This design comes from an exercise in tuning for small area, a short achievable clock period and few clock cycles on the open sky130 flow, not from production work. Where RTL was checked, it was by simulation tests only, not by an equivalence proof against the original. Only the layout flow was run in run 1; the RTL was not checked for function there. No activity file was given, so power comes from the tool's default toggle rates.

## flow/flow/run.sh

```bash
#!/bin/bash
# Layout flow: the standard flow (standard.sh, unchanged synthesis),
# with repair_timing aiming for 8.35 ns of setup slack and the port buffers
# made from buf_4 cells. Full tool output goes to standard.log.
set -e
bash standard.sh CORE_UTILIZATION=65 PLACE_DENSITY=0.75 SETUP_SLACK_MARGIN=8.35 TNS_END_PERCENT=100 CTS_CLUSTER_SIZE=30 CTS_CLUSTER_DIAMETER=80 \
    'BUFFER_PORTS_ARGS=-buffer_cell sky130_fd_sc_hd__buf_4' finish > standard.log 2>&1
```

## flow/standard.sh

```bash
#!/bin/bash
# synth_recipe.tcl (not shown) runs the flow's synth.tcl, then flattens the netlist and writes it again
# the make line also repeats each setting of config.mk as NAME=value (left out here)
make -C /OpenROAD-flow-scripts/flow DESIGN_CONFIG=/design/flow/config.mk WORK_HOME=/design/flow/orfs CLKGATE_MAP_FILE= SYNTH_SCRIPT=/design/flow/synth_recipe.tcl "${@:-finish}"
```

## flow/config.mk

```make
export PLATFORM = sky130hd
export DESIGN_NAME = FFT
export DESIGN_NICKNAME = FFT
export VERILOG_FILES = /design/flow/design.v
export SDC_FILE = /design/flow/constraint.sdc
export NUM_CORES = 4
export LEC_CHECK = 0
export CAP_MARGIN = 20
export CORE_MARGIN = 2
export CORE_UTILIZATION = 65
export PLACE_DENSITY = 0.75
export SLEW_MARGIN = 20
```

## flow/constraint.sdc

```tcl
create_clock -name core_clock -period 12.0 [get_ports {clk}]
set_input_delay 2.4000 -clock core_clock [delete_from_list [all_inputs] [get_ports {clk}]]
set_output_delay 2.4000 -clock core_clock [all_outputs]
set_load 0.01 [all_outputs]
```

## flow/design.v

```verilog
module twb #(parameter RW = 14, parameter PW = 20) (
    input  signed [RW-1:0] r1,
    input  signed [RW-1:0] r2,
    input  ben, bneg, cen, cneg, den, e16, e32, fen, f8, fneg,
    input  [5:0] kr,
    input  [5:0] ki,
    output [PW-1:0] sr, cr,
    output [PW-1:0] si, ci
);
wire signed [PW-1:0] x1 = r1, x2 = r2;
wire fpos = ~fneg;
wire [PW-1:0] a1 = {x1[PW-7:0], kr};
wire [PW-1:0] a2 = {x2[PW-7:0], ki};
wire [PW-1:0] b1 = ({PW{ben}} & x1) ^ {PW{bneg}};
wire [PW-1:0] b2 = ({PW{ben}} & x2) ^ {PW{bneg}};
wire [PW-1:0] c1 = ({PW{cen}} & (x1 <<< 2)) ^ {PW{cneg}};
wire [PW-1:0] c2 = ({PW{cen}} & (x2 <<< 2)) ^ {PW{cneg}};
wire [PW-1:0] d1 = ({PW{den}} & (x1 <<< 4)) ^ {PW{den}};
wire [PW-1:0] d2 = ({PW{den}} & (x2 <<< 4)) ^ {PW{den}};
wire [PW-1:0] e1 = ({PW{e16}} & (x1 <<< 4)) | ({PW{e32}} & (x1 <<< 5));
wire [PW-1:0] e2 = ({PW{e16}} & (x2 <<< 4)) | ({PW{e32}} & (x2 <<< 5));
wire [PW-1:0] g1 = {PW{fen}} & (f8 ? (x1 <<< 3) : (x1 <<< 2));
wire [PW-1:0] g2 = {PW{fen}} & (f8 ? (x2 <<< 3) : (x2 <<< 2));
csa6 #(.W(PW)) ur (.t1(a1), .t2(b1), .t3(c1), .t4(d1), .t5(e2), .t6(g2 ^ {PW{fneg}}), .s(sr), .c(cr));
csa6 #(.W(PW)) ui (.t1(a2), .t2(b2), .t3(c2), .t4(d2), .t5(~e1), .t6(g1 ^ {PW{fpos}}), .s(si), .c(ci));
endmodule
module csa6 #(parameter W = 20) (
    input  [W-1:0] t1, t2, t3, t4, t5, t6,
    output [W-1:0] s, c
);
wire [W-1:0] s1 = t1 ^ t2 ^ t3;
wire [W-1:0] c1 = {((t1 & t2) | (t1 & t3) | (t2 & t3)), 1'b0};
wire [W-1:0] s2 = t4 ^ t5 ^ t6;
wire [W-1:0] c2 = {((t4 & t5) | (t4 & t6) | (t5 & t6)), 1'b0};
wire [W-1:0] s3 = s1 ^ c1 ^ s2;
wire [W-1:0] c3 = {((s1 & c1) | (s1 & s2) | (c1 & s2)), 1'b0};
assign s = s3 ^ c3 ^ c2;
assign c = {((s3 & c3) | (s3 & c2) | (c3 & c2)), 1'b0};
endmodule
module tpa #(parameter W = 14) (
    input  signed [W-2:0] vr,
    input  signed [W-2:0] vi,
    input  e,
    output [W-1:0] r1,
    output [W-1:0] r2
);
wire signed [W-1:0] xr = vr, xi = vi;
assign r1 = xr + ({W{e}} & xi);
wire [W:0] t = {xi, 1'b1} + {({W{e}} & ~xr), e};
assign r2 = t[W:1];
endmodule
module bfd #(parameter W = 13) (
    input  [W-1:0] tr, ti, vr, vi,
    input  [1:0] w,
    output [W-1:0] fr, fi
);
wire nx = w[1] ^ w[0], px = ~nx;
wire [W:0] zx = {tr, 1'b1} + {~vr, px};
wire [W-1:0] x = zx[W:1] ^ {W{nx}};
wire [W-1:0] y = ti - vi;
assign fr = w[1] ? y : x;
assign fi = w[1] ? x : y;
endmodule
module t45 (
    input  signed [22:0] x,
    input  e,
    output [27:0] s, c
);
wire signed [27:0] y = x;
wire [27:0] g = {28{e}} & y;
wire [27:0] t1 = {y[21:0], 4'b0000, e, 1'b0};    
wire [27:0] t2 = g;
wire [27:0] t3 = ~{g[25:0], 2'b00} & {28{e}};
wire [27:0] t4 = ~{g[23:0], 4'b0000} & {28{e}};
wire [27:0] s1 = t1 ^ t2 ^ t3;
wire [27:0] c1 = {((t1 & t2) | (t1 & t3) | (t2 & t3)), 1'b0};
assign s = s1 ^ c1 ^ t4;
assign c = {((s1 & c1) | (s1 & t4) | (c1 & t4)), 1'b0};
endmodule
module twb2 #(parameter RW = 22, parameter PW = 27) (
    input  signed [RW-1:0] r1,
    input  signed [RW-1:0] r2,
    input  k2, k4, cj,
    output [PW-1:0] sr, cr,
    output [PW-1:0] si, ci
);
wire signed [PW-1:0] x1 = r1, x2 = r2;
wire en = k2 | k4;
wire [1:0] kr = {k2 | k4, k2}, ki = {k2 | k4, k2 & ~cj};
wire [PW-1:0] a1 = {x1[PW-7:0], 4'b0000, kr};
wire [PW-1:0] a2 = {x2[PW-7:0], 4'b0000, ki};
wire [PW-1:0] b1 = ({PW{en}} & x1) ^ {PW{k2}};
wire [PW-1:0] b2 = ({PW{en}} & x2) ^ {PW{k2}};
wire [PW-1:0] c1 = ~(x1 <<< 2) & {PW{en}};
wire [PW-1:0] c2 = ~(x2 <<< 2) & {PW{en}};
wire [PW-1:0] d1 = ~(x1 <<< 4) & {PW{k4}};
wire [PW-1:0] d2 = ~(x2 <<< 4) & {PW{k4}};
wire [PW-1:0] e2 = (x2 <<< 5) & {PW{k2}};         
wire [PW-1:0] e1 = ~(x1 <<< 5) & {PW{k2}};        
wire [PW-1:0] f2 = ~(x2 <<< 3) & {PW{k2}};        
wire [PW-1:0] f1 = (x1 <<< 3) & {PW{k2}};         
csa6 #(.W(PW)) ur (.t1(a1), .t2(b1), .t3(c1), .t4(d1), .t5(e2), .t6(f2), .s(sr), .c(cr));
csa6 #(.W(PW)) ui (.t1(a2), .t2(b2), .t3(c2), .t4(d2), .t5(e1), .t6(f1), .s(si), .c(ci));
endmodule
module FFT(
input clk,
input rst_n,
input in_valid,
input signed [11:0] din_r,
input signed [11:0] din_i,
output out_valid,
output signed [15:0] dout_r,
output signed [15:0] dout_i
);
integer k;
function [21:0] tc1;
    input [3:0] n;
    case (n)
        4'd0: tc1 = 22'b0000000000_000000_000010;   
        4'd1: tc1 = 22'b1100010101_000010_000010;   
        4'd2: tc1 = 22'b1111001111_000011_000011;   
        4'd3: tc1 = 22'b1010101100_000001_000011;   
        4'd4: tc1 = 22'b1011100000_000010_000100;   
        4'd5: tc1 = 22'b1010101100_000001_000010;   
        4'd6: tc1 = 22'b1111001111_000011_000010;   
        4'd7: tc1 = 22'b1100010101_000010_000001;   
        4'd8: tc1 = 22'b0000000000_000000_000010;   
        4'd9: tc1 = 22'b1100010101_000010_000010;   
        4'd10: tc1 = 22'b1111001111_000011_000011;   
        4'd11: tc1 = 22'b1010101100_000001_000011;   
        4'd12: tc1 = 22'b1011100000_000010_000100;   
        4'd13: tc1 = 22'b1010101100_000001_000010;   
        4'd14: tc1 = 22'b1111001111_000011_000010;   
        4'd15: tc1 = 22'b1100010101_000010_000001;   
        default: tc1 = 22'd0;
    endcase
endfunction
function [0:0] ts1;
    input [3:0] n;
    case (n)
        4'd0: ts1 = 1'b0;
        4'd1: ts1 = 1'b0;
        4'd2: ts1 = 1'b0;
        4'd3: ts1 = 1'b0;
        4'd4: ts1 = 1'b0;
        4'd5: ts1 = 1'b1;
        4'd6: ts1 = 1'b1;
        4'd7: ts1 = 1'b1;
        4'd8: ts1 = 1'b0;
        4'd9: ts1 = 1'b0;
        4'd10: ts1 = 1'b0;
        4'd11: ts1 = 1'b0;
        4'd12: ts1 = 1'b0;
        4'd13: ts1 = 1'b1;
        4'd14: ts1 = 1'b1;
        4'd15: ts1 = 1'b1;
        default: ts1 = 1'd0;
    endcase
endfunction
function [0:0] te1;
    input [3:0] n;
    case (n)
        4'd0: te1 = 1'b0;
        4'd1: te1 = 1'b0;
        4'd2: te1 = 1'b0;
        4'd3: te1 = 1'b0;
        4'd4: te1 = 1'b1;
        4'd5: te1 = 1'b0;
        4'd6: te1 = 1'b0;
        4'd7: te1 = 1'b0;
        4'd8: te1 = 1'b0;
        4'd9: te1 = 1'b0;
        4'd10: te1 = 1'b0;
        4'd11: te1 = 1'b0;
        4'd12: te1 = 1'b1;
        4'd13: te1 = 1'b0;
        4'd14: te1 = 1'b0;
        4'd15: te1 = 1'b0;
        default: te1 = 1'd0;
    endcase
endfunction
function [1:0] wr1;
    input [3:0] n;
    case (n)
        4'd0: wr1 = 2'b00;
        4'd1: wr1 = 2'b00;
        4'd2: wr1 = 2'b00;
        4'd3: wr1 = 2'b00;
        4'd4: wr1 = 2'b00;
        4'd5: wr1 = 2'b11;
        4'd6: wr1 = 2'b11;
        4'd7: wr1 = 2'b11;
        4'd8: wr1 = 2'b10;
        4'd9: wr1 = 2'b10;
        4'd10: wr1 = 2'b10;
        4'd11: wr1 = 2'b10;
        4'd12: wr1 = 2'b10;
        4'd13: wr1 = 2'b01;
        4'd14: wr1 = 2'b01;
        4'd15: wr1 = 2'b01;
        default: wr1 = 2'd0;
    endcase
endfunction
function [21:0] tc2;
    input [2:0] n;
    case (n)
        3'd0: tc2 = 22'b0000000000_000000_000010;   
        3'd1: tc2 = 22'b1111001111_000011_000011;   
        3'd2: tc2 = 22'b1011100000_000010_000100;   
        3'd3: tc2 = 22'b1111001111_000011_000010;   
        3'd4: tc2 = 22'b0000000000_000000_000010;   
        3'd5: tc2 = 22'b1111001111_000011_000011;   
        3'd6: tc2 = 22'b1011100000_000010_000100;   
        3'd7: tc2 = 22'b1111001111_000011_000010;   
        default: tc2 = 22'd0;
    endcase
endfunction
function [0:0] ts2;
    input [2:0] n;
    case (n)
        3'd0: ts2 = 1'b0;
        3'd1: ts2 = 1'b0;
        3'd2: ts2 = 1'b0;
        3'd3: ts2 = 1'b1;
        3'd4: ts2 = 1'b0;
        3'd5: ts2 = 1'b0;
        3'd6: ts2 = 1'b0;
        3'd7: ts2 = 1'b1;
        default: ts2 = 1'd0;
    endcase
endfunction
function [0:0] te2;
    input [2:0] n;
    case (n)
        3'd0: te2 = 1'b0;
        3'd1: te2 = 1'b0;
        3'd2: te2 = 1'b1;
        3'd3: te2 = 1'b0;
        3'd4: te2 = 1'b0;
        3'd5: te2 = 1'b0;
        3'd6: te2 = 1'b1;
        3'd7: te2 = 1'b0;
        default: te2 = 1'd0;
    endcase
endfunction
function [1:0] wr2;
    input [2:0] n;
    case (n)
        3'd0: wr2 = 2'b00;
        3'd1: wr2 = 2'b00;
        3'd2: wr2 = 2'b00;
        3'd3: wr2 = 2'b11;
        3'd4: wr2 = 2'b10;
        3'd5: wr2 = 2'b10;
        3'd6: wr2 = 2'b10;
        3'd7: wr2 = 2'b01;
        default: wr2 = 2'd0;
    endcase
endfunction
function te2k;
    input [2:0] n;
    case (n)
        3'd0: te2k = 1'b0;
        3'd1: te2k = 1'b0;
        3'd2: te2k = 1'b1;
        3'd3: te2k = 1'b0;
        3'd4: te2k = 1'b0;
        3'd5: te2k = 1'b0;
        3'd6: te2k = 1'b1;
        3'd7: te2k = 1'b0;
        default: te2k = 1'b0;
    endcase
endfunction
function [21:0] tc3;
    input [1:0] n;
    case (n)
        2'd0: tc3 = 22'b0000000000_000000_000010;   
        2'd1: tc3 = 22'b1011100000_000010_000100;   
        2'd2: tc3 = 22'b0000000000_000000_000010;   
        2'd3: tc3 = 22'b1011100000_000010_000100;   
        default: tc3 = 22'd0;
    endcase
endfunction
function [0:0] ts3;
    input [1:0] n;
    case (n)
        2'd0: ts3 = 1'b0;
        2'd1: ts3 = 1'b0;
        2'd2: ts3 = 1'b0;
        2'd3: ts3 = 1'b0;
        default: ts3 = 1'd0;
    endcase
endfunction
function [0:0] te3;
    input [1:0] n;
    case (n)
        2'd0: te3 = 1'b0;
        2'd1: te3 = 1'b1;
        2'd2: te3 = 1'b0;
        2'd3: te3 = 1'b1;
        default: te3 = 1'd0;
    endcase
endfunction
function [1:0] wr3;
    input [1:0] n;
    case (n)
        2'd0: wr3 = 2'b00;
        2'd1: wr3 = 2'b00;
        2'd2: wr3 = 2'b10;
        2'd3: wr3 = 2'b10;
        default: wr3 = 2'd0;
    endcase
endfunction
reg [6:0] cnt;       
reg       ov;
localparam CW = 32;
function [CW-1:0] ctlf;
    input [6:0] c;
    reg [6:0] i1, i2, i3, i4, i5, ja, jb, n1, n2, n3;
    begin
        i1 = c - 7'd1;  n1 = c + 7'd1;
        i2 = c - 7'd18; n2 = c - 7'd16;
        i3 = c - 7'd27; n3 = c - 7'd25;
        i4 = c - 7'd32;
        i5 = c - 7'd35;
        ja = c - 7'd36;
        jb = c - 7'd51;
        ctlf = {i1[4], n1[3:0], te1(n1[3:0]) & ~n1[4], wr1(i1[3:0]),         
                i2[3], n2[2:0], te2(n2[2:0]) & ~n2[3], wr2(i2[2:0]),         
                i3[2], n3[1:0], te3(n3[1:0]) & ~n3[2], wr3(i3[1:0]),         
                i4[1], i4[0], 1'b0,                                 
                i5[0], ja[4] & ~ja[0], jb[3] & ~jb[1],              
                5'd0};
    end
endfunction
reg [CW-1:0] ctl;
always @(posedge clk or negedge rst_n) begin
    if (!rst_n) begin
        cnt <= 7'd0;
        ov  <= 1'b0;
        ctl <= ctlf(7'd0);
    end else begin
        if ((cnt != 7'd0 || in_valid) && cnt != 7'd127) cnt <= cnt + 7'd1;
        ctl <= (cnt != 7'd0 || in_valid) ? ctlf(cnt + 7'd1) : ctlf(7'd0);
        ov  <= (cnt >= 7'd57);     
    end
end
assign out_valid = ov;
wire       ph1 = ctl[31];
wire [3:0] m1  = ctl[30:27];
wire       e1  = ctl[26];
wire [1:0] w1  = ctl[25:24];
wire       ph2 = ctl[23];
wire [2:0] m2  = ctl[22:20];
wire       e2  = ctl[19];
wire [1:0] w2  = ctl[18:17];
wire       ph3 = ctl[16];
wire [1:0] m3  = ctl[15:14];
wire       e3  = ctl[13];
wire [1:0] w3  = ctl[12:11];
wire       ph4 = ctl[10];
wire [1:0] w4  = {ctl[9], 1'b0};
wire       ph5 = ctl[7];
wire       sela = ctl[6];
wire       selb = ctl[5];
reg signed [11:0] xr, xi;
always @(posedge clk) begin
    xr <= din_r;
    xi <= din_i;
end
reg signed [12:0] d1r [0:13];
reg signed [12:0] d1i [0:13];
reg signed [13:0] d1r14, d1i14, d1r15, d1i15;
wire signed [12:0] t1r = d1r15[12:0], t1i = d1i15[12:0];
wire signed [12:0] f1r, f1i;
bfd #(.W(13)) bf1 (.tr(t1r), .ti(t1i), .vr({xr[11], xr}), .vi({xi[11], xi}), .w(w1), .fr(f1r), .fi(f1i));
always @(posedge clk) begin
    d1r[0] <= ph1 ? f1r : {xr[11], xr};
    d1i[0] <= ph1 ? f1i : {xi[11], xi};
    for (k = 1; k < 14; k = k + 1) begin
        d1r[k] <= d1r[k-1];
        d1i[k] <= d1i[k-1];
    end
    d1r14 <= r1r; d1i14 <= r1i;
    d1r15 <= d1r14; d1i15 <= d1i14;
end
wire [13:0] r1r, r1i;
tpa #(.W(14)) ta1 (.vr(d1r[13]), .vi(d1i[13]), .e(e1), .r1(r1r), .r2(r1i));
reg [21:0] a1c;
reg a1s;
always @(posedge clk) begin
    a1c <= tc1(m1); a1s <= ts1(m1);
end
wire [19:0] b1sr, b1cr, b1si, b1ci;
twb #(.RW(14), .PW(20)) tw1 (.r1(d1r14), .r2(d1i14),
    .ben(a1c[21]), .bneg(a1c[20]), .cen(a1c[19]), .cneg(a1c[18]), .den(a1c[17]),
    .e16(a1c[16]), .e32(a1c[15]), .fen(a1c[14]), .f8(a1c[13]), .fneg(a1c[12]),
    .kr(a1c[11:6]), .ki(a1c[5:0]), .sr(b1sr), .cr(b1cr), .si(b1si), .ci(b1ci));
reg [19:0] q1sr, q1cr, q1si, q1ci;
reg q1s;
always @(posedge clk) begin
    q1sr <= b1sr; q1cr <= b1cr; q1si <= b1si; q1ci <= b1ci;
    q1s <= a1s;
end
wire [19:0] g1ar = ph1 ? {t1r[12], t1r, 6'd0} : q1sr, g1br = ph1 ? {xr[11], xr[11], xr, 6'd0} : q1cr;
wire [19:0] g1ai = ph1 ? {t1i[12], t1i, 6'd0} : q1si, g1bi = ph1 ? {xi[11], xi[11], xi, 6'd0} : q1ci;
wire [19:0] h1r = g1ar + g1br, h1i = g1ai + g1bi;
wire cj1 = q1s & ~ph1;
reg signed [19:0] o1r, o1i;
always @(posedge clk) begin
    o1r <= h1r;
    o1i <= h1i ^ {20{cj1}};
end
reg signed [20:0] d2r [0:5];
reg signed [20:0] d2i [0:5];
reg signed [21:0] d2r6, d2i6, d2r7, d2i7;
wire signed [20:0] t2r = d2r7[20:0], t2i = d2i7[20:0];
wire signed [20:0] f2r, f2i;
bfd #(.W(21)) bf2 (.tr(t2r), .ti(t2i), .vr({o1r[19], o1r}), .vi({o1i[19], o1i}), .w(w2), .fr(f2r), .fi(f2i));
always @(posedge clk) begin
    d2r[0] <= ph2 ? f2r : o1r;
    d2i[0] <= ph2 ? f2i : o1i;
    for (k = 1; k < 6; k = k + 1) begin
        d2r[k] <= d2r[k-1];
        d2i[k] <= d2i[k-1];
    end
    d2r6 <= r2r; d2i6 <= r2i;
    d2r7 <= d2r6; d2i7 <= d2i6;
end
wire [21:0] r2r, r2i;
tpa #(.W(22)) ta2 (.vr(d2r[5]), .vi(d2i[5]), .e(e2), .r1(r2r), .r2(r2i));
reg a2k2, a2k4;
reg a2s;
always @(posedge clk) begin
    a2k2 <= m2[0];        
    a2k4 <= te2k(m2); a2s <= ts2(m2);
end
wire [26:0] b2sr, b2cr, b2si, b2ci;
twb2 #(.RW(22), .PW(27)) tw2 (.r1(d2r6), .r2(d2i6), .k2(a2k2), .k4(a2k4), .cj(a2s),
    .sr(b2sr), .cr(b2cr), .si(b2si), .ci(b2ci));
reg [26:0] q2sr, q2cr, q2si, q2ci;
reg q2s;
always @(posedge clk) begin
    q2sr <= b2sr; q2cr <= b2cr; q2si <= b2si; q2ci <= b2ci;
    q2s <= a2s;
end
wire [26:0] g2ar = ph2 ? {t2r, 6'd0} : q2sr, g2br = ph2 ? {o1r[19], o1r, 6'd0} : q2cr;
wire [26:0] g2ai = ph2 ? {t2i, 6'd0} : q2si, g2bi = ph2 ? {o1i[19], o1i, 6'd0} : q2ci;
wire [26:0] h2r = g2ar + g2br, h2i = g2ai + g2bi;
wire cj2 = q2s & ~ph2;
reg signed [20:0] o2r, o2i;
always @(posedge clk) begin
    o2r <= h2r[26:6];
    o2i <= h2i[26:6] ^ {21{cj2}};
end
reg signed [21:0] d3r [0:1];
reg signed [21:0] d3i [0:1];
reg signed [22:0] d3r2, d3i2, d3r3, d3i3;
wire signed [21:0] t3r = d3r3[21:0], t3i = d3i3[21:0];
wire signed [21:0] f3r, f3i;
bfd #(.W(22)) bf3 (.tr(t3r), .ti(t3i), .vr({o2r[20], o2r}), .vi({o2i[20], o2i}), .w(w3), .fr(f3r), .fi(f3i));
always @(posedge clk) begin
    d3r[0] <= ph3 ? f3r : o2r;
    d3i[0] <= ph3 ? f3i : o2i;
    d3r[1] <= d3r[0];
    d3i[1] <= d3i[0];
    d3r2 <= r3r; d3i2 <= r3i;
    d3r3 <= d3r2; d3i3 <= d3i2;
end
wire [22:0] r3r, r3i;
tpa #(.W(23)) ta3 (.vr(d3r[1]), .vi(d3i[1]), .e(e3), .r1(r3r), .r2(r3i));
reg a3k;
always @(posedge clk) a3k <= te3(m3);
wire [27:0] b3sr, b3cr, b3si, b3ci;
t45 tm3r (.x(d3r2), .e(a3k), .s(b3sr), .c(b3cr));
t45 tm3i (.x(d3i2), .e(a3k), .s(b3si), .c(b3ci));
reg [27:0] q3sr, q3cr, q3si, q3ci;
always @(posedge clk) begin
    q3sr <= b3sr; q3cr <= b3cr; q3si <= b3si; q3ci <= b3ci;
end
wire [27:0] g3ar = ph3 ? {t3r, 6'd0} : q3sr, g3br = ph3 ? {o2r[20], o2r, 6'd0} : q3cr;
wire [27:0] g3ai = ph3 ? {t3i, 6'd0} : q3si, g3bi = ph3 ? {o2i[20], o2i, 6'd0} : q3ci;
wire [27:0] h3r = g3ar + g3br, h3i = g3ai + g3bi;
reg signed [21:0] o3r, o3i;
always @(posedge clk) begin
    o3r <= h3r[27:6];
    o3i <= h3i[27:6];
end
reg signed [21:0] d4r [0:1];
reg signed [21:0] d4i [0:1];
wire signed [21:0] t4r = d4r[1], t4i = d4i[1];
wire signed [21:0] s4r = t4r + o3r, s4i = t4i + o3i;
wire signed [21:0] f4r, f4i;
bfd #(.W(22)) bf4 (.tr(t4r), .ti(t4i), .vr(o3r), .vi(o3i), .w(w4), .fr(f4r), .fi(f4i));
reg signed [21:0] o4r, o4i;
always @(posedge clk) begin
    d4r[0] <= ph4 ? f4r : o3r;
    d4i[0] <= ph4 ? f4i : o3i;
    d4r[1] <= d4r[0];
    d4i[1] <= d4i[0];
    o4r <= ph4 ? s4r : t4r;
    o4i <= ph4 ? s4i : t4i;
end
reg signed [21:0] d5r, d5i;
wire signed [21:0] s5r = d5r + o4r, s5i = d5i + o4i;
wire signed [21:0] f5r = d5r - o4r, f5i = d5i - o4i;
always @(posedge clk) begin
    d5r <= ph5 ? f5r : o4r;
    d5i <= ph5 ? f5i : o4i;
end
wire [31:0] o5 = ph5 ? {s5r[21:6], s5i[21:6]} : {d5r[21:6], d5i[21:6]};
reg [31:0] ba [0:14];
wire [31:0] outa = sela ? o5 : ba[14];
always @(posedge clk) begin
    ba[0] <= sela ? ba[14] : o5;
    for (k = 1; k < 15; k = k + 1) ba[k] <= ba[k-1];
end
reg [31:0] bb [0:5];
wire [31:0] outb = selb ? outa : bb[5];
always @(posedge clk) begin
    bb[0] <= selb ? bb[5] : outa;
    for (k = 1; k < 6; k = k + 1) bb[k] <= bb[k-1];
end
reg [31:0] dout;
always @(posedge clk) dout <= outb;
assign dout_r = dout[31:16];
assign dout_i = dout[15:0];
endmodule
```

==> results of run 1 <==
[stage by stage]
step / hold WS, ps / instance area (sq um) / utilization
after detailed placement: 312.1 / 95110 / 0.6709
after global routing: 300.3 / 102200 / 0.7207
final: 297.1 / 102200 / 0.7207
after floorplan: 309.6 / 93010 / -
after global placement: 309.5 / 95110 / 0.6709
after CTS: 299.6 / 101000 / 0.7122
[synthesized netlist by cell type (93+ instances only)]
master	number
a21oi_1	428
fa_1	414
clkbuf_1	212
ha_1	592
inv_1	783
a21o_1	93
nor2b_1	148
and2_1	131
mux2_2	269
o21ai_0	294
nor3_1	122
xor2_1	157
nand2_1	437
xnor2_1	515
dfxtp_1	2268
nor2_1	737
[kinds of logic after synthesis]
logic type               count (synthesis)  share of synthesized area
AND/OR/NAND/NOR                       1909                    0.09517
AO/OA/AOI/OAI                         1357                    0.09289
XOR/XNOR                               674                    0.06374
flip-flops                            2294                     0.4955
multiplexers                           346                    0.04087
buffers and inverters                 1062                    0.04299
adder cells (fa/ha/maj)               1006                     0.1688
[path summary, 6_finish.rpt]
path,start,endpoint,cells after the start
worst max-delay path,ctl[16]$_DFF_PN1_,o3i[21]$_DFF_P_,13
worst min-delay path,d1i[1][6]$_DFF_P_,d1i[2][6]$_DFF_P_,0
worst max register to register,ctl[16]$_DFF_PN1_,o3i[21]$_DFF_P_,13
worst min register to register,d1i[1][6]$_DFF_P_,d1i[2][6]$_DFF_P_,0
max in group asynchronous,rst_n,ctl[16]$_DFF_PN1_,1
min in group asynchronous,rst_n,ctl[17]$_DFF_PN0_,1
[final cells by class]
| type | instances | share of cell area |
|---|---|---|
| flip-flops and latches | 2294 | 0.4518 |
| multi-input cells | 5292 | 0.4347 |
| inverters | 788 | 0.02909 |
| repair buffers | 237 | 0.02629 |
| clock buffers | 109 | 0.02617 |
| well taps | 1890 | 0.02315 |
| clock inverters | 57 | 0.008769 |
| repair inverters | 1 | 0.00004899 |
[power by group]
group | total [mW] | internal, mW | switching (mW)
registers | 12.0 | 10.5 | 1.50
logic | 9.27 | 4.02 | 5.25
clock network | 4.41 | 1.80 | 2.61
[state kept, by name, summed over array words and instances (netlist names), 27 cells and up]
register and count:
d2i 126, q3si 27, d4i 44, d1r 182
q3sr 27, bb 192, q3ci 27, d3i 44
dout 32, d3r 44, d1i 182, d4r 44
q3cr 27, d2r 126, ba 480
[per-layer routing]
layer	vias up	wire, um	global-route usage	part of all wire
li1	28450	-	-	-
met1	29020	96330	0.4013	0.44
met2	1588	101500	0.4823	0.47
met3	352	11650	0.03686	0.054
met4	10	7774	0.09274	0.036
met5	-	65	0	0.00030
[timing repair]
| item | in CTS | in global routing |
|---|---|---|
| pin swaps | 59 | 79 |
| cloned | 15 | 5 |
| gates resized for setup | 274 | 150 |
| hold buffers | 0 | 0 |
| endpoints found under the setup margin | 290 | 167 |
| buffers inserted | 67 | 48 |
[worst max-delay path: stages, from the launching register on]
cell	delay (ps)
dfstp_4	710
buf_12	140
buf_16	130
buf_16	150
mux2_2	370
ha_4	260
and3_2	230
a221oi_4	360
a31oi_4	150
a22o_1	250
or4_4	520
a31oi_4	190
o21bai_1	110
xnor2_1	130
==> reports/metrics.yaml, run 1 <==
initial_utilization: 0.6558
fmax_mhz: 263.5
first_global_vias: 58750
arrival_ps: 4460
diodes: 0
final_cell_mix: "2228 x dfxtp_1, 781 x inv_1, 732 x nor2_1, 556 x ha_1, 506 x xnor2_1"
end_kind: "flop"
dp_worst_setup_slack_ps: 6677
netlist_area_sq_um: 92960
num-fill-cells: 10030
grt_pass1_wl_mm: 332.9
startpoint_type: "flop"
antenna_found_initial: 13
grt_setup_unrepaired: "yes"
multi_input_area_sq_um: 44410
netlist.area_leader.share: 0.4884
tightest_slew_ps: 982.5
rows: 138
ir_drop_mv: 0.2233
drc_errors: 0
synth_edf_count: 0
root_buffer: "clkbuf_16"
leakagePower_nw: 45.60
io_buffers: 59
syn2layout_area_growth_pct: 9.897
drv_slew: 0
place_hpwl_mm: 156.2
nets: 9753
clock_skew_ps: 36.22
cp_data_required_time_ps: 12660
setup_tns_ps: 0
final_common_cell: "dfxtp_1"
period_minus_slack_ps: 3795
cts_buffer_depth: 3
wl_per_cell_um: 20.37
clk_pin_slew_ps: 100
fin_crit_sh: 0.3163
async_reset_ff_frac: 0.01133
synth.area.top_cells: "dfxtp_1 49%, fa_1 8.9%, ha_1 8.0%"
numCtsBuffers: 106
synthDistinctLibCells: 91
netlist_instances: 8648
yosysTopAreaCell: "dfxtp_1"
place_congestion: 0.9064
first_iter_violations: 4294
status: "no timing/DRC/antenna violations"
critPathKind: "reg -> reg"
seqCellArea_sq_um: 46160
dp_cells: 10370
r2r_setup_slack_ps: 8200
coreArea_sq_um: 141800
num_vias: 59420
synth_flop_cell: "dfxtp_1"
syn_area_per_cell_sq_um: 10.75
die_h_um: 382.2
dr.pass1.iters: 6
track_usage: 0.2922
cts_max_level: 3
overflow: 0
ys_seq_elements: 2294
setup_viol: 0
io_pins: 60
routed_wl_mm: 217.4
stdcell_count: 10670
grt_max_degree: 76
viasPerCell: 5.570
setup_slack_ps: 8205
cts.sinks: 2294
maxCapViolCount: 0
hold_viol_final: 0
clk_latency_ps: 790
p_per_area_nw_per_um2: 251.3
chipWidth_um: 382.2
max-slew-margin-rel: 0.3443
drive_above_1_share: 0.1106
postRouteAntennaNets: 0
yosysSeqAreaShare: 0.4955
syn_nets: 9681
die_area_sq_um: 146100
cts_tree: "yes"
crit_path_max_fanout: 12
holdCritPathClass: "reg -> reg"
power_mw: 25.67
ys_warn_count: 21
==> run 2, diff against run 1 <==
--- a/flow/design.v
+++ b/flow/design.v
@@ -332,3 +332,3 @@
                 i5[0], ja[4] & ~ja[0], jb[3] & ~jb[1],              
-                5'd0};
+                ~i1[4], ~i2[3], ~i3[2], 2'd0};
     end
@@ -365,2 +365,5 @@
 wire       selb = ctl[5];
+wire       pa1 = ~ctl[4];
+wire       pa2 = ~ctl[3];
+wire       pa3 = ~ctl[2];
 reg signed [11:0] xr, xi;
@@ -404,4 +407,4 @@
 end
-wire [19:0] g1ar = ph1 ? {t1r[12], t1r, 6'd0} : q1sr, g1br = ph1 ? {xr[11], xr[11], xr, 6'd0} : q1cr;
-wire [19:0] g1ai = ph1 ? {t1i[12], t1i, 6'd0} : q1si, g1bi = ph1 ? {xi[11], xi[11], xi, 6'd0} : q1ci;
+wire [19:0] g1ar = pa1 ? {t1r[12], t1r, 6'd0} : q1sr, g1br = pa1 ? {xr[11], xr[11], xr, 6'd0} : q1cr;
+wire [19:0] g1ai = pa1 ? {t1i[12], t1i, 6'd0} : q1si, g1bi = pa1 ? {xi[11], xi[11], xi, 6'd0} : q1ci;
 wire [19:0] h1r = g1ar + g1br, h1i = g1ai + g1bi;
@@ -446,4 +449,4 @@
 end
-wire [26:0] g2ar = ph2 ? {t2r, 6'd0} : q2sr, g2br = ph2 ? {o1r[19], o1r, 6'd0} : q2cr;
-wire [26:0] g2ai = ph2 ? {t2i, 6'd0} : q2si, g2bi = ph2 ? {o1i[19], o1i, 6'd0} : q2ci;
+wire [26:0] g2ar = pa2 ? {t2r, 6'd0} : q2sr, g2br = pa2 ? {o1r[19], o1r, 6'd0} : q2cr;
+wire [26:0] g2ai = pa2 ? {t2i, 6'd0} : q2si, g2bi = pa2 ? {o1i[19], o1i, 6'd0} : q2ci;
 wire [26:0] h2r = g2ar + g2br, h2i = g2ai + g2bi;
@@ -480,4 +483,4 @@
 end
-wire [27:0] g3ar = ph3 ? {t3r, 6'd0} : q3sr, g3br = ph3 ? {o2r[20], o2r, 6'd0} : q3cr;
-wire [27:0] g3ai = ph3 ? {t3i, 6'd0} : q3si, g3bi = ph3 ? {o2i[20], o2i, 6'd0} : q3ci;
+wire [27:0] g3ar = pa3 ? {t3r, 6'd0} : q3sr, g3br = pa3 ? {o2r[20], o2r, 6'd0} : q3cr;
+wire [27:0] g3ai = pa3 ? {t3i, 6'd0} : q3si, g3bi = pa3 ? {o2i[20], o2i, 6'd0} : q3ci;
 wire [27:0] h3r = g3ar + g3br, h3i = g3ai + g3bi;
--- a/flow/flow/run.sh
+++ b/flow/flow/run.sh
@@ -5,3 +5,3 @@
 set -e
-bash standard.sh CORE_UTILIZATION=65 PLACE_DENSITY=0.75 SETUP_SLACK_MARGIN=8.35 TNS_END_PERCENT=100 CTS_CLUSTER_SIZE=30 CTS_CLUSTER_DIAMETER=80 \
+bash standard.sh CORE_UTILIZATION=60 PLACE_DENSITY=0.7 SETUP_SLACK_MARGIN=8.35 TNS_END_PERCENT=100 CTS_CLUSTER_SIZE=30 CTS_CLUSTER_DIAMETER=80 \
     'BUFFER_PORTS_ARGS=-buffer_cell sky130_fd_sc_hd__buf_4' finish > standard.log 2>&1
--- a/flow/config.mk
+++ b/flow/config.mk
@@ -9,4 +9,4 @@
 export CORE_MARGIN = 2
-export CORE_UTILIZATION = 65
-export PLACE_DENSITY = 0.75
+export CORE_UTILIZATION = 60
+export PLACE_DENSITY = 0.7
 export SLEW_MARGIN = 20
==> run 2 against run 1 <==
Global-route usage down 3.1 points. Power down 0.29%. Critical path depth up 2. Clock-buffer cell count increased by 3. Synthesized cell count is essentially flat.
==> reports/metrics.yaml, run 2 <==
numCtsBuffers: 105
ir_drop_mv: 0.1599
r2r_setup_slack_ps: 8330
place_area_sq_um: 94840
async_reset_ff_frac: 0.01263
arrival_ps: 4290
chipWidth_um: 396.6
end_kind: "flop"
grt_setup_unrepaired: "yes"
place_hpwl_mm: 154.0
die_h_um: 396.6
final_cell_area_sq_um: 100600
ys_seq_elements: 2297
clk_latency_ps: 780
fin_crit_sh: 0.3059
syn_area_per_cell_sq_um: 10.70
ys_warn_count: 21
final_common_cell: "dfxtp_1"
fmax_mhz: 272.4
yosysSeqAreaShare: 0.4990
dr.pass1.iters: 6
cts_max_level: 3
cts_buffer_depth: 3
maxCapViolCount: 0
wl_met1_mm: 94.23
io_pins: 60
routed_wl_mm: 209.9
top_layer_used: "met5"
dp_worst_setup_slack_ps: 6546
grt_pass1_wl_mm: 321.0
netlist_instances: 8645
hold_viol_final: 0
drc_errors: 0
grt_max_degree: 97
drive_above_1_share: 0.09316
crit_path_max_fanout: 7
cp_data_required_time_ps: 12620
syn_nets: 9678
max-slew-margin-rel: 0.3009
clock_skew_ps: 69.03
dp_cells: 10520
whs_ps: 309.1
track_usage: 0.2614
tightest_slew_ps: 1049
root_buffer: "clkbuf_16"
power_mw: 25.60
synth_simple_gate_area_frac: 0.09853
syn2layout_area_growth_pct: 8.845
regMostFlops: "ba"
final_cell_mix: "2228 x dfxtp_1, 751 x inv_1, 720 x nor2_1, 581 x ha_1, 509 x xnor2_1"
clk_pin_slew_ps: 110
synth-xor-area-share: 0.06322
reg_top3: "ba: 480 flops, bb: 192 flops"
viasPerCell: 5.405
postRouteAntennaNets: 0
rows: 144
synth_compound_gate_area_share: 0.09363
nets: 9699
num-fill-cells: 11950
setup_tns_ps: 0
synthDistinctLibCells: 86
first_global_vias: 57790
period_minus_slack_ps: 3671
initial_utilization: 0.6024
stdcell_count: 10770
status: "no timing/DRC/antenna violations"
synth_top_family_by_area: "adder cells"
dr_wl_met2_mm: 97.63
leakagePower_nw: 44.78
p_per_area_nw_per_um2: 254.3
antenna_found_initial: 10
wl_met3_mm: 10.88
final_core_utilization: 0.6557
startpoint_type: "flop"
yosysTopAreaCell: "dfxtp_1"
synth_common_cells: "2268 x dfxtp_1, 756 x inv_1, 721 x nor2_1"
io_buffers: 59
synth_most_common_cell: "dfxtp_1"
largest_register_ffs: 480
place_congestion: 0.9434
synth_flop_cell: "dfxtp_1"
synth_edf_count: 0
setup_viol: 0
cts_tree: "yes"
netlist.area_leader.share: 0.4910
synth_mux_area_frac: 0.03380
first_iter_violations: 3878
setup_slack_ps: 8329
drv_slew: 0
wl_per_cell_um: 19.49
synth.area.top_cells: "dfxtp_1 49%, fa_1 9.0%, ha_1 8.0%"
num_vias: 58230
synth-adder-area-share: 0.1697
cts.sinks: 2297
critPathKind: "reg -> reg"
coreArea_sq_um: 153500
netlist_area_sq_um: 92470
overflow: 0
holdCritPathClass: "reg -> reg"
die_area_sq_um: 157300
## run 2: critical path, stage by stage, from the launching register on
cell and delay (ps):
dfrtp_4 570, buf_16 170, and2_4 130, ha_1 280, o21a_1 200, o2bb2ai_4 190
o21ai_4 80, o41ai_4 370, a21oi_2 120, a2111oi_4 190, buf_4 210, a2bb2oi_4 200
o31ai_4 100, o41ai_4 350, mux2i_1 240, nand4_1 130
## run 2: final cells by class
| class | count | area [sq um] | area share |
|---|---|---|---|
| Clock buffer | 112 | 2654 | 0.02637 |
| Tap cell | 2044 | 2557 | 0.02541 |
| Sequential cell | 2297 | 46230 | 0.4593 |
| Multi-Input combinational cell | 5313 | 43560 | 0.4328 |
| Clock inverter | 56 | 885.9 | 0.008801 |
| Antenna cell | 1 | 2.502 | 0.00002486 |
| Inverter | 762 | 2872 | 0.02853 |
| Timing Repair Buffer | 185 | 1882 | 0.01870 |
| Timing Repair inverter | 2 | 10.01 | 0.00009945 |
## run 2: per-layer routing
layer  up-vias  track usage
li1      28310            -
met1     28130       0.3587
met2      1405       0.4280
met3       373      0.03809
met4         2      0.08121
met5         -            0
## run 2: kinds of logic after synthesis
logic type / after synthesis
compound gates: 1382
xor+xnor: 665
fa+ha+maj: 1006
buf+inv: 1035
flops: 2297
mux: 287
simple gates: 1973
## run 2: power breakdown
group | switching [mW] | internal (mW) | total [mW]
registers | 1.39 | 10.5 | 11.9
clock network | 2.58 | 1.82 | 4.40
logic | 5.30 | 4.02 | 9.32
total | 9.26 | 16.3 | 25.6
## run 2: path summary, 6_finish.rpt
path | startpoint | to | cells past startpoint
min in group asynchronous | rst_n | ov$_DFF_PN0_ | 1
worst min register to register | d4i[0][12]$_DFF_P_ | d4i[1][12]$_DFF_P_ | 0
worst max-delay path | ctl[2]$_DFF_PN0_ | o3i[21]$_DFF_P_ | 15
max in group asynchronous | rst_n | ctl[3]$_DFF_PN0_ | 1
worst min-delay path | d4i[0][12]$_DFF_P_ | d4i[1][12]$_DFF_P_ | 0
worst max register to register | ctl[2]$_DFF_PN0_ | o3i[21]$_DFF_P_ | 15
## run 2: repair_timing
action / in CTS / in global routing
pin swaps: 26 / 74
buffers inserted: 38 / 36
resized for setup: 185 / 149
hold buffers: 0 / 0
setup endpoints to repair: 259 / 155
cloned: 3 / 7
Testbench counts of run 2, summed over its fixed seeds: cycles 22,784.
==> run 3, diff against run 2 <==
--- a/flow/design.v
+++ b/flow/design.v
@@ -479,9 +479,13 @@
 t45 tm3i (.x(d3i2), .e(a3k), .s(b3si), .c(b3ci));
-reg [27:0] q3sr, q3cr, q3si, q3ci;
+wire [6:0] l3r = b3sr[5:0] + b3cr[5:0], l3i = b3si[5:0] + b3ci[5:0];
+reg [21:0] q3sr, q3cr, q3si, q3ci;
+reg q3lr, q3li;
 always @(posedge clk) begin
-    q3sr <= b3sr; q3cr <= b3cr; q3si <= b3si; q3ci <= b3ci;
+    q3sr <= b3sr[27:6]; q3cr <= b3cr[27:6]; q3si <= b3si[27:6]; q3ci <= b3ci[27:6];
+    q3lr <= l3r[6]; q3li <= l3i[6];
 end
-wire [27:0] g3ar = pa3 ? {t3r, 6'd0} : q3sr, g3br = pa3 ? {o2r[20], o2r, 6'd0} : q3cr;
-wire [27:0] g3ai = pa3 ? {t3i, 6'd0} : q3si, g3bi = pa3 ? {o2i[20], o2i, 6'd0} : q3ci;
-wire [27:0] h3r = g3ar + g3br, h3i = g3ai + g3bi;
+wire [21:0] g3ar = pa3 ? t3r : q3sr, g3br = pa3 ? {o2r[20], o2r} : q3cr;
+wire [21:0] g3ai = pa3 ? t3i : q3si, g3bi = pa3 ? {o2i[20], o2i} : q3ci;
+wire [22:0] u3r = {g3ar, 1'b1} + {g3br, q3lr & ~pa3}, u3i = {g3ai, 1'b1} + {g3bi, q3li & ~pa3};
+wire [27:0] h3r = {u3r[22:1], 6'd0}, h3i = {u3i[22:1], 6'd0};
 reg signed [21:0] o3r, o3i;
==> flow/flow/run.sh (replaced) <==
#!/bin/bash
# Layout flow: the standard flow (standard.sh, unchanged synthesis),
# with repair_timing aiming for 8.45 ns of setup slack and the port buffers
# made from buf_4 cells. Full tool output goes to standard.log.
set -e
bash standard.sh CORE_UTILIZATION=60 PLACE_DENSITY=0.7 SETUP_SLACK_MARGIN=8.45 TNS_END_PERCENT=100 CTS_CLUSTER_SIZE=30 CTS_CLUSTER_DIAMETER=80 \
    'BUFFER_PORTS_ARGS=-buffer_cell sky130_fd_sc_hd__buf_4' finish > standard.log 2>&1
==> run 3 against run 2 <==
Global-route usage is 0.53 points higher. Sequential power is essentially flat. Wire length rose by 0.96%. Synthesized area down 0.54%. Via count increased by 0.21%. Cell area hardly changed. Sequential cell count shrank 18. Utilization is 0.62 points higher. Final cell count rose by 0.26%. Largest power group unchanged. Highest routed layer unchanged.
==> reports/metrics.yaml, run 3 <==
postRouteAntennaNets: 0
yosysTopAreaCell: "dfxtp_1"
initial_utilization: 0.6048
power_mw: 25.80
nets: 9735
grt_setup_unrepaired: "yes"
power.switching_mw: 9.442
place_hpwl_mm: 157.4
startpoint_type: "flop"
drc_errors: 0
synth_most_common_cell: "dfxtp_1"
cp_data_required_time_ps: 9600
die_area_sq_um: 156400
io_pins: 60
netlist_instances: 8659
period_minus_slack_ps: 3777
switching_share: 0.3660
syn2layout_area_growth_pct: 9.449
final_cell_area_sq_um: 100700
synth_common_cells: "2250 x dfxtp_1, 762 x inv_1, 735 x nor2_1"
cts_buffer_depth: 3
dp_worst_setup_slack_ps: 7184
final_core_utilization: 0.6619
syn_area_per_cell_sq_um: 10.62
setup_tns_ps: 0
setup_slack_ps: 8223
wl_per_cell_um: 19.62
coreArea_sq_um: 152100
cts_tree: "yes"
track_usage: 0.2667
grt_max_degree: 90
slowest_stage: "dfrtp_1"
reg_top3: "ba: 480 flops, bb: 192 flops"
comb_power_share: 0.365
end_kind: "primary output"
p_int_mw: 16.35
drv_slew: 0
place_congestion: 0.9382
final_cell_mix: "2205 x dfxtp_1, 754 x inv_1, 730 x nor2_1, 573 x ha_1, 539 x nand2_1"
leakagePower_nw: 44.74
syn_nets: 9695
dp_cells: 10520
antenna_found_initial: 6
root_buffer: "clkbuf_16"
fmax_mhz: 264.7
final_common_cell: "dfxtp_1"
die_h_um: 395.5
setup_viol: 0
synth_edf_count: 0
cts_max_level: 3
first_iter_violations: 3578
routed_wl_mm: 211.9
path_cells: "buf_6"
overflow: 0
holdCritStartpoint: "d2i[1][15]$_DFF_P_"
grt_pass1_wl_mm: 326.4
synth.area.top_cells: "dfxtp_1 49%, fa_1 9.1%, ha_1 8.1%"
synthDistinctLibCells: 91
hold_viol_final: 0
chipWidth_um: 395.5
viasPerCell: 5.403
netlist_area_sq_um: 91970
stdcell_count: 10800
io_buffers: 59
p_per_area_nw_per_um2: 256.3
whs_ps: 296.7
ys_warn_count: 21
path_buf_inv: 1
num_vias: 58350
crit_family: "flip-flops"
clkPwrFrac: 0.175
ys_seq_elements: 2279
first_global_vias: 58800
num-fill-cells: 11880
r2r_setup_slack_ps: 8420
hold_depth: 0
r2r_start: "ctl[19]$_DFF_PN0_"
maxCapViolCount: 0
crit_path_max_fanout: 1
synth_flop_cell: "dfxtp_1"
tightest_slew_ps: 1012
seq_power_share: 0.460
cpPeakStageDelay_ps: 460
status: "no timing/DRC/antenna violations"
async_reset_ff_frac: 0.01272
ir_drop_mv: 0.1597
r2r.worst_path.cells: 16
yosysSeqAreaShare: 0.4977
dr.pass1.iters: 6
clk_pin_slew_ps: 110
r2r-end: "d2i6[19]$_DFF_P_"
critPathKind: "reg -> out"
drive_above_1_share: 0.09773
max-slew-margin-rel: 0.3245
place_area_sq_um: 94300
fin_crit_sh: 0.3148
regMostFlops: "ba"
clk_latency_ps: 790
holdCritPathClass: "reg -> reg"
clock_skew_ps: 53.81
rows: 143
numCtsBuffers: 107
cts.sinks: 2279
netlist.area_leader.share: 0.4897
arrival_ps: 1380
largest_register_ffs: 480
hold_path_end: "d2i[2][15]$_DFF_P_"
-- run 3: cell types whose count changed in the layout (fill, tap and decap cells not counted), moves of 19 or more --
| cell | before | now |
|---|---|---|
| dfxtp_1 | 2228 | 2205 |
| o21ai_0 | 318 | 389 |
| or3_1 | 52 | 33 |
| and2_1 | 183 | 160 |
| mux2_2 | 197 | 167 |
| nand3_1 | 82 | 57 |
| nand2_1 | 498 | 539 |
| nor3_1 | 110 | 68 |
-- run 3: layer usage --
metal  up-vias  wire, um  GRT usage  share of wire
met5         -        47          0        0.00022
met4         6     11750     0.1266          0.055
met1     28210     89360     0.3356           0.42
li1      28340         -          -              -
met2      1367    101600     0.4582           0.48
met3       425      9156    0.02999          0.043
-- run 3: power by group through the flow --
stage | clock network [mW] | registers [mW] | logic [mW]
3_3_place_gp | 0 | 11.9 | 8.78
6_report | 4.52 | 11.9 | 9.42
3_5_place_dp | 0 | 12.0 | 8.97
5_1_grt | 4.88 | 12.1 | 10.5
2_1_floorplan | 0 | 11.3 | 6.82
4_1_cts | 4.62 | 11.9 | 9.19
-- run 3: kinds of logic (layout without fill, tap and decap cells) --
family / count (synthesis) / after routing / synth area share
fa+ha+maj: 1011 / 1011 / 0.1714
buf+inv: 1043 / 1153 / 0.04259
other cells: 0 / 1 / 0
mux: 251 / 251 / 0.02960
simple gates: 1888 / 1888 / 0.09266
flops: 2279 / 2279 / 0.4977
xor+xnor: 680 / 680 / 0.06496
compound gates: 1507 / 1507 / 0.1010
-- run 3: worst register-to-register path, cell delays in order, from the launching register on --
cell and delay [ps]:
dfrtp_4 570, inv_4 100, buf_12 140, nor2_4 50, ha_4 250, nor2b_4 120
o21ai_2 180, a21boi_2 80, o21a_1 210, o21ai_2 220, a211oi_4 100, o211ai_1 200
buf_4 190, a31oi_4 100, or4_4 580, a31o_4 250, xor2_1 130
-- run 3: worst max path at each step --
stage / endpoint / slack (ps) / depth (start not counted) / from
2_1_floorplan: o3r[20]$_DFF_P_ / 8370 / 16 / ctl[2]$_DFF_PN0_
5_1_grt: out_valid / 8160 / 1 / ov$_DFF_PN0_
6_report: out_valid / 8220 / 1 / ov$_DFF_PN0_
4_1_cts: out_valid / 8170 / 1 / ov$_DFF_PN0_
3_3_place_gp: o2r[19]$_DFF_P_ / 7190 / 14 / ctl[3]$_DFF_PN0_
3_5_place_dp: o2r[19]$_DFF_P_ / 7180 / 14 / ctl[3]$_DFF_PN0_
-- run 3: repair_timing --
| item | CTS | global route |
|---|---|---|
| hold buffers | 0 | 0 |
| resized for setup | 227 | 185 |
| endpoints found under the setup margin | 318 | 150 |
| pin swaps | 31 | 105 |
| gates cloned | 7 | 5 |
| setup buffers | 40 | 50 |
-- run 3: cell type report --
class,instances,area [sq um],share of cell area
antenna,1,2.502,0.00002486
multi-input combinational,5337,43440,0.4316
timing repair buffer,202,2140,0.02125
timing repair inverter,1,5.005,0.00004972
inverter,771,2909,0.02890
sequential,2279,45870,0.4557
clock inverter,61,975.9,0.009695
tap,2030,2540,0.02523
clock buffer,118,2781,0.02763
Testbench counts of run 3, summed over its fixed seeds: cycles 22,784.
==> run 4, diff against run 3 <==
==> flow/flow/run.sh (replaced) <==
#!/bin/bash
# Layout flow: the standard flow (standard.sh, unchanged synthesis),
# with repair_timing aiming for 8.35 ns of setup slack and the port buffers
# made from buf_4 cells. Full tool output goes to standard.log.
set -e
bash standard.sh CORE_UTILIZATION=60 PLACE_DENSITY=0.7 SETUP_SLACK_MARGIN=8.35 TNS_END_PERCENT=20 CTS_CLUSTER_SIZE=30 CTS_CLUSTER_DIAMETER=80 \
    'BUFFER_PORTS_ARGS=-buffer_cell sky130_fd_sc_hd__buf_4' finish > standard.log 2>&1
==> run 4 against run 3 <==
Still clean. Synthesized area did not move. First-iteration DRC count increased by 5.6%. Via count fell by 0.24%. Sequential cell count unchanged. Register-to-register slack got worse by 110 ps. Synthesized cell count did not move. Critical endpoint unchanged. Highest routed layer unchanged.
==> reports/metrics.yaml, run 4 <==
period_minus_slack_ps: 3763
dr.pass1.iters: 5
p_per_area_nw_per_um2: 257.1
clk_pin_slew_ps: 110
coreArea_sq_um: 152100
track_usage: 0.2666
synth_most_common_cell: "dfxtp_1"
place_hpwl_mm: 159.1
drive_above_1_share: 0.07706
drv_slew: 0
switching_share: 0.3670
numCtsBuffers: 105
first_global_vias: 58310
first_iter_violations: 3779
wl_per_cell_um: 19.62
synth.area.top_cells: "dfxtp_1 49%, fa_1 9.1%, ha_1 8.1%"
ys_seq_elements: 2279
viasPerCell: 5.420
synthDistinctLibCells: 91
comb_power_share: 0.363
power.switching_mw: 9.362
nets: 9683
postRouteAntennaNets: 0
maxCapViolCount: 0
path_buf_inv: 1
crit_path_max_fanout: 1
final_cell_mix: "2244 x dfxtp_1, 759 x inv_1, 734 x nor2_1, 590 x ha_1, 539 x nand2_1"
yosysTopAreaCell: "dfxtp_1"
fmax_mhz: 265.7
status: "no timing/DRC/antenna violations"
place_area_sq_um: 94300
setup_tns_ps: 0
path_cells: "buf_6"
fin_crit_sh: 0.3136
crit_family: "flip-flops"
power_mw: 25.51
setup_viol: 0
clk_latency_ps: 790
grtUsageMet3: 0.03085
leakagePower_nw: 44.23
synth_edf_count: 0
hold_viol_final: 0
async_reset_ff_frac: 0.01272
syn_area_per_cell_sq_um: 10.62
startpoint_type: "flop"
use_met2: 0.4595
overflow: 0
die_area_sq_um: 156400
largest_register_ffs: 480
clkPwrFrac: 0.173
seq_power_share: 0.464
cts_tree: "yes"
grt_pass1_wl_mm: 325.5
p_int_mw: 16.15
grt_most_used_layer: "met2"
io_buffers: 59
cp_data_required_time_ps: 9600
holdCritPathClass: "reg -> reg"
netlist.area_leader.share: 0.4897
final_common_cell: "dfxtp_1"
cts_max_level: 3
num_vias: 58210
ir_drop_mv: 0.1656
arrival_ps: 1360
cts_buffer_depth: 3
grt_setup_unrepaired: "yes"
regMostFlops: "ba"
netlist_area_sq_um: 91970
num-fill-cells: 12060
met1_usage: 0.3347
place_congestion: 0.9527
yosysSeqAreaShare: 0.4977
final_cell_area_sq_um: 99230
netlist_instances: 8659
critPathKind: "reg -> out"
worst-path-stages: 1
initial_utilization: 0.6048
grt_max_degree: 96
syn2layout_area_growth_pct: 7.889
clock_skew_ps: 51.27
root_buffer: "clkbuf_16"
die_h_um: 395.5
end_kind: "primary output"
syn_nets: 9695
io_pins: 60
r2r.worst_path.cells: 15
hold_depth: 0
synth_common_cells: "2250 x dfxtp_1, 762 x inv_1, 735 x nor2_1"
synth_flop_cell: "dfxtp_1"
routed_wl_mm: 210.7
cts.sinks: 2279
slowest_stage: "dfrtp_2"
rows: 143
tightest_slew_ps: 1034
antenna_found_initial: 7
ys_warn_count: 21
drc_errors: 0
reg_top3: "ba: 480 flops, bb: 192 flops"
max-slew-margin-rel: 0.3102
cpPeakStageDelay_ps: 460
cts_hold_buf: 0
chipWidth_um: 395.5
==> run 4: timing repair <==
item                                    CTS  global route
pin swaps                                12            32
cloned                                    5             2
gates resized for setup                  84           114
endpoints found under the setup margin  259           166
buffers inserted                         25            17
==> run 4: worst register-to-register path: cells and delay by family (launching register included) <==
kind            cells  cell delay, ps
compound gates      9            1690
xor+xnor            1             140
fa+ha+maj           1             280
buf+inv             2             310
flops               1             510
mux                 1             310
simple gates        1             370
==> run 4: path summary, 6_finish.rpt <==
| check | start | end | slack, ps |
|---|---|---|---|
| setup / recovery | ov$_DFF_PN0_ | out_valid | 8240 |
| hold / removal | d4i[0][15]$_DFF_P_ | d4i[1][15]$_DFF_P_ | 320 |
| setup reg to reg | ctl[2]$_DFF_PN0_ | o3r[20]$_DFF_P_ | 8310 |
| hold reg to reg | d4i[0][15]$_DFF_P_ | d4i[1][15]$_DFF_P_ | 320 |
| max in group asynchronous | rst_n | ctl[3]$_DFF_PN0_ | 9920 |
| min in group asynchronous | rst_n | ctl[2]$_DFF_PN0_ | 1620 |
==> run 4: cell type report <==
cell class | count | area, sq um | share of cell area
flip-flops and latches | 2279 | 45810 | 0.4617
multi-input cells | 5337 | 42930 | 0.4326
inverters | 771 | 2899 | 0.02922
clock buffers | 117 | 2735 | 0.02756
well taps | 2030 | 2540 | 0.02560
repair buffers | 152 | 1433 | 0.01444
clock inverters | 51 | 872.1 | 0.008789
repair inverters | 1 | 5.005 | 0.00005044
diodes | 2 | 5.005 | 0.00005044
==> run 4: power by group through the flow <==
stage | sequential [mW] | combinational, mW | clock [mW]
2_1_floorplan | 11.3 | 6.82 | 0
3_3_place_gp | 11.9 | 8.77 | 0
3_5_place_dp | 12.0 | 8.98 | 0
4_1_cts | 11.9 | 9.10 | 4.51
5_1_grt | 12.1 | 10.4 | 4.77
6_report | 11.8 | 9.26 | 4.41
==> run 4: cells by family (layout without fill, tap and decap cells) <==
logic type / after synthesis / after routing / share of synthesized area
flip-flops: 2279 / 2279 / 0.4977
AND/OR/NAND/NOR: 1888 / 1888 / 0.09266
AO/OA/AOI/OAI: 1507 / 1507 / 0.1010
buffers and inverters: 1043 / 1092 / 0.04259
adder cells (fa/ha/maj): 1011 / 1011 / 0.1714
XOR/XNOR: 680 / 680 / 0.06496
multiplexers: 251 / 251 / 0.02960
other: 0 / 2 / 0
==> run 4: metrics by stage <==
step	util	hold WS [ps]	std cells	worst slack, ps
2_1_floorplan	-	309.6	8659	8282
3_3_place_gp	0.6201	309.6	10520	7224
3_5_place_dp	0.6201	312.1	10520	7155
4_1_cts	0.6483	306.0	10720	8129
5_1_grt	0.6524	313.2	10740	8174
6_report	0.6525	315.1	10740	8237
==> run 4: layer usage <==
metal	routed length, um	part of all wire
met4	11410	0.054
met3	9696	0.046
met1	88100	0.42
met2	101400	0.48
met5	15	0.000071
==> run 5, diff against run 4 <==
--- a/flow/flow/run.sh
+++ b/flow/flow/run.sh
@@ -5,3 +5,3 @@
 set -e
-bash standard.sh CORE_UTILIZATION=60 PLACE_DENSITY=0.7 SETUP_SLACK_MARGIN=8.35 TNS_END_PERCENT=20 CTS_CLUSTER_SIZE=30 CTS_CLUSTER_DIAMETER=80 \
+bash standard.sh CORE_UTILIZATION=60 PLACE_DENSITY=0.7 SETUP_SLACK_MARGIN=8.35 TNS_END_PERCENT=5 CTS_CLUSTER_SIZE=30 CTS_CLUSTER_DIAMETER=80 \
     'BUFFER_PORTS_ARGS=-buffer_cell sky130_fd_sc_hd__buf_4' finish > standard.log 2>&1
==> run 5 against run 4 <==
Fmax shrank 0.49%. Utilization shrank 0.051 points. Combinational power shrank 0.8%.
==> reports/metrics.yaml, run 5 <==
io_buffers: 59
clk_pin_slew_ps: 110
seq_power_share: 0.466
synth_most_common_cell: "dfxtp_1"
cp_data_required_time_ps: 9600
coreArea_sq_um: 152100
ys_warn_count: 21
grt_setup_unrepaired: "yes"
drc_errors: 0
synth_edf_count: 0
initial_utilization: 0.6048
hold_viol_final: 0
root_buffer: "clkbuf_16"
nets: 9686
setup_tns_ps: 0
synth_simple_gate_area_frac: 0.09266
synth_mux_area_frac: 0.02960
comb_power_share: 0.362
viasPerCell: 5.389
holdCritPathClass: "reg -> reg"
async_reset_ff_frac: 0.01272
ys_seq_elements: 2279
die_area_sq_um: 156400
startpoint_type: "flop"
cpPeakStageDelay_ps: 470
syn2layout_area_growth_pct: 7.805
worst-path-stages: 1
syn_area_per_cell_sq_um: 10.62
grt_max_degree: 101
p_per_area_nw_per_um2: 256.3
critPathKind: "reg -> out"
synth_flop_cell: "dfxtp_1"
status: "no timing/DRC/antenna violations"
synth_compound_gate_area_share: 0.1010
num-fill-cells: 11900
drv_slew: 0
path_buf_inv: 1
netlist_instances: 8659
chipWidth_um: 395.5
leakagePower_nw: 44.21
cts_tree: "yes"
synth.area.top_cells: "dfxtp_1 49%, fa_1 9.1%, ha_1 8.1%"
whs_ps: 303.4
diodes: 0
place_congestion: 0.9296
p_int_mw: 16.10
yosysTopAreaCell: "dfxtp_1"
dp_worst_setup_slack_ps: 7085
place_hpwl_mm: 161.4
clock_skew_ps: 44.44
hold_depth: 0
cts_max_level: 3
max-slew-margin-rel: 0.2733
power.switching_mw: 9.310
rows: 143
numCtsBuffers: 105
final_common_cell: "dfxtp_1"
first_global_vias: 58100
final_cell_mix: "2245 x dfxtp_1, 759 x inv_1, 734 x nor2_1, 589 x ha_1, 539 x nand2_1"
maxCapViolCount: 0
regMostFlops: "ba"
place_area_sq_um: 94320
postRouteAntennaNets: 0
cts.sinks: 2279
die_h_um: 395.5
dr.pass1.iters: 6
fin_crit_sh: 0.3151
routed_wl_mm: 212.2
netlist_area_sq_um: 91970
track_usage: 0.2694
synth-xor-area-share: 0.06496
io_pins: 60
seqCellArea_sq_um: 45810
period_minus_slack_ps: 3782
slowest_stage: "dfrtp_2"
synth_top_family_by_area: "adder cells"
antenna_found_initial: 6
multi_input_area_sq_um: 42830
wl_per_cell_um: 19.74
syn_nets: 9695
synthDistinctLibCells: 91
arrival_ps: 1380
tightest_slew_ps: 1079
drive_above_1_share: 0.07651
end_kind: "primary output"
largest_register_ffs: 480
num_vias: 57920
grt_pass1_wl_mm: 328.1
setup_viol: 0
first_iter_violations: 3602
synth_common_cells: "2250 x dfxtp_1, 762 x inv_1, 735 x nor2_1"
crit_path_max_fanout: 1
setup_slack_ps: 8218
ir_drop_mv: 0.1739
switching_share: 0.3663
clk_latency_ps: 780
fmax_mhz: 264.4
clkPwrFrac: 0.172
reg_top3: "ba: 480 flops, bb: 192 flops"
synth-adder-area-share: 0.1714
final_cell_area_sq_um: 99150
yosysSeqAreaShare: 0.4977
cts_hold_buf: 0
netlist.area_leader.share: 0.4897
r2r.worst_path.cells: 13
overflow: 0
cts_buffer_depth: 3
path_cells: "buf_6"
crit_family: "flip-flops"
[run 5: cell counts after synthesis]
No cell type changed its count.
[run 5: layout make-up]
class,instances,share of cell area
multi-input cells,5337,0.4320
clock buffers,118,0.02762
flip-flops and latches,2279,0.4620
inverters,771,0.02935
well taps,2030,0.02562
clock inverters,57,0.008190
repair buffers,156,0.01521
[run 5: final timing paths]
check | start | end | slack, ps
worst max-delay path | ov$_DFF_PN0_ | out_valid | 8220
worst min-delay path | d2r[0][14]$_DFF_P_ | d2r[1][14]$_DFF_P_ | 300
worst max register to register | ctl[19]$_DFF_PN0_ | d2r6[21]$_DFF_P_ | 8270
worst min register to register | d2r[0][14]$_DFF_P_ | d2r[1][14]$_DFF_P_ | 300
max in group asynchronous | rst_n | ctl[19]$_DFF_PN0_ | 9990
min in group asynchronous | rst_n | ctl[2]$_DFF_PN0_ | 1600
[run 5: per-stage QoR]
stage,power [mW],instances,utilization
final,25.41,10750,0.6520
after detailed placement,21.02,10520,0.6202
after global placement,20.77,10520,0.6202
after CTS,25.48,10720,0.6475
after floorplan,18.12,8659,-
after global routing,27.20,10750,0.6520
[run 5: timing repair]
item / CTS / global route
setup buffers: 21 / 22
resized for setup: 77 / 99
pin swaps: 14 / 33
setup endpoints to repair: 284 / 203
cloned: 3 / 4
[run 5: power by group through the flow]
stage | combinational (mW) | clock [mW] | sequential (mW)
6_report | 9.19 | 4.38 | 11.8
5_1_grt | 10.3 | 4.76 | 12.1
4_1_cts | 9.11 | 4.50 | 11.9
3_5_place_dp | 9.00 | 0 | 12.0
3_3_place_gp | 8.82 | 0 | 11.9
2_1_floorplan | 6.82 | 0 | 11.3
[run 5: cells by family (layout without fill, tap and decap cells)]
logic type	after synthesis	count (layout)
DFF	2279	2279
muxes	251	251
adders and majority gates	1011	1011
AOI/OAI and AO/OA	1507	1507
xor gates and xnor gates	680	680
and+or+nand+nor	1888	1888
buffers and inverters	1043	1102
[run 5: routing by layer]
layer | track usage | up-vias | wire [um] | part of all wire
met5 | 0 | - | 0 | 0
met4 | 0.1298 | 0 | 11520 | 0.054
met3 | 0.02884 | 408 | 8916 | 0.042
met2 | 0.4634 | 1405 | 102900 | 0.48
met1 | 0.3385 | 27880 | 88840 | 0.42
li1 | - | 28220 | - | -

## what the ideal ports hide
In the flow no input, the clock included, has a driving cell. The finished layouts below were timed again as built, in two steps.
Step 1 assumes that a clkbuf_16 drives the clock port and a buf_2 every other input.
Step 2 times the ports against the registers' clock, not the clock port: input delays grow and output delays shrink by t, the midpoint of the rising clock arrivals with the driver on.
Slacks: ideal ports / drivers / drivers and shift; pairs: ideal ports / drivers.
run	shift t [ns]	slack for setup (ns)	slew at the worst register clock pin (ns)
run 1	0.847	8.205 / 8.205 / 8.000	0.12 / 0.12
run 2	0.825	8.329 / 8.256 / 8.033	0.12 / 0.12
run 3	0.841	8.223 / 8.140 / 7.947	0.11 / 0.11
run 4	0.845	8.237 / 8.157 / 7.891	0.11 / 0.11
run 5	0.833	8.218 / 8.140 / 7.648	0.11 / 0.11
After both steps setup and hold are still met in every run listed. For run 5, which loses most, drivers alone change the setup slack by -0.078 ns; drivers and shift together by -0.570 ns.
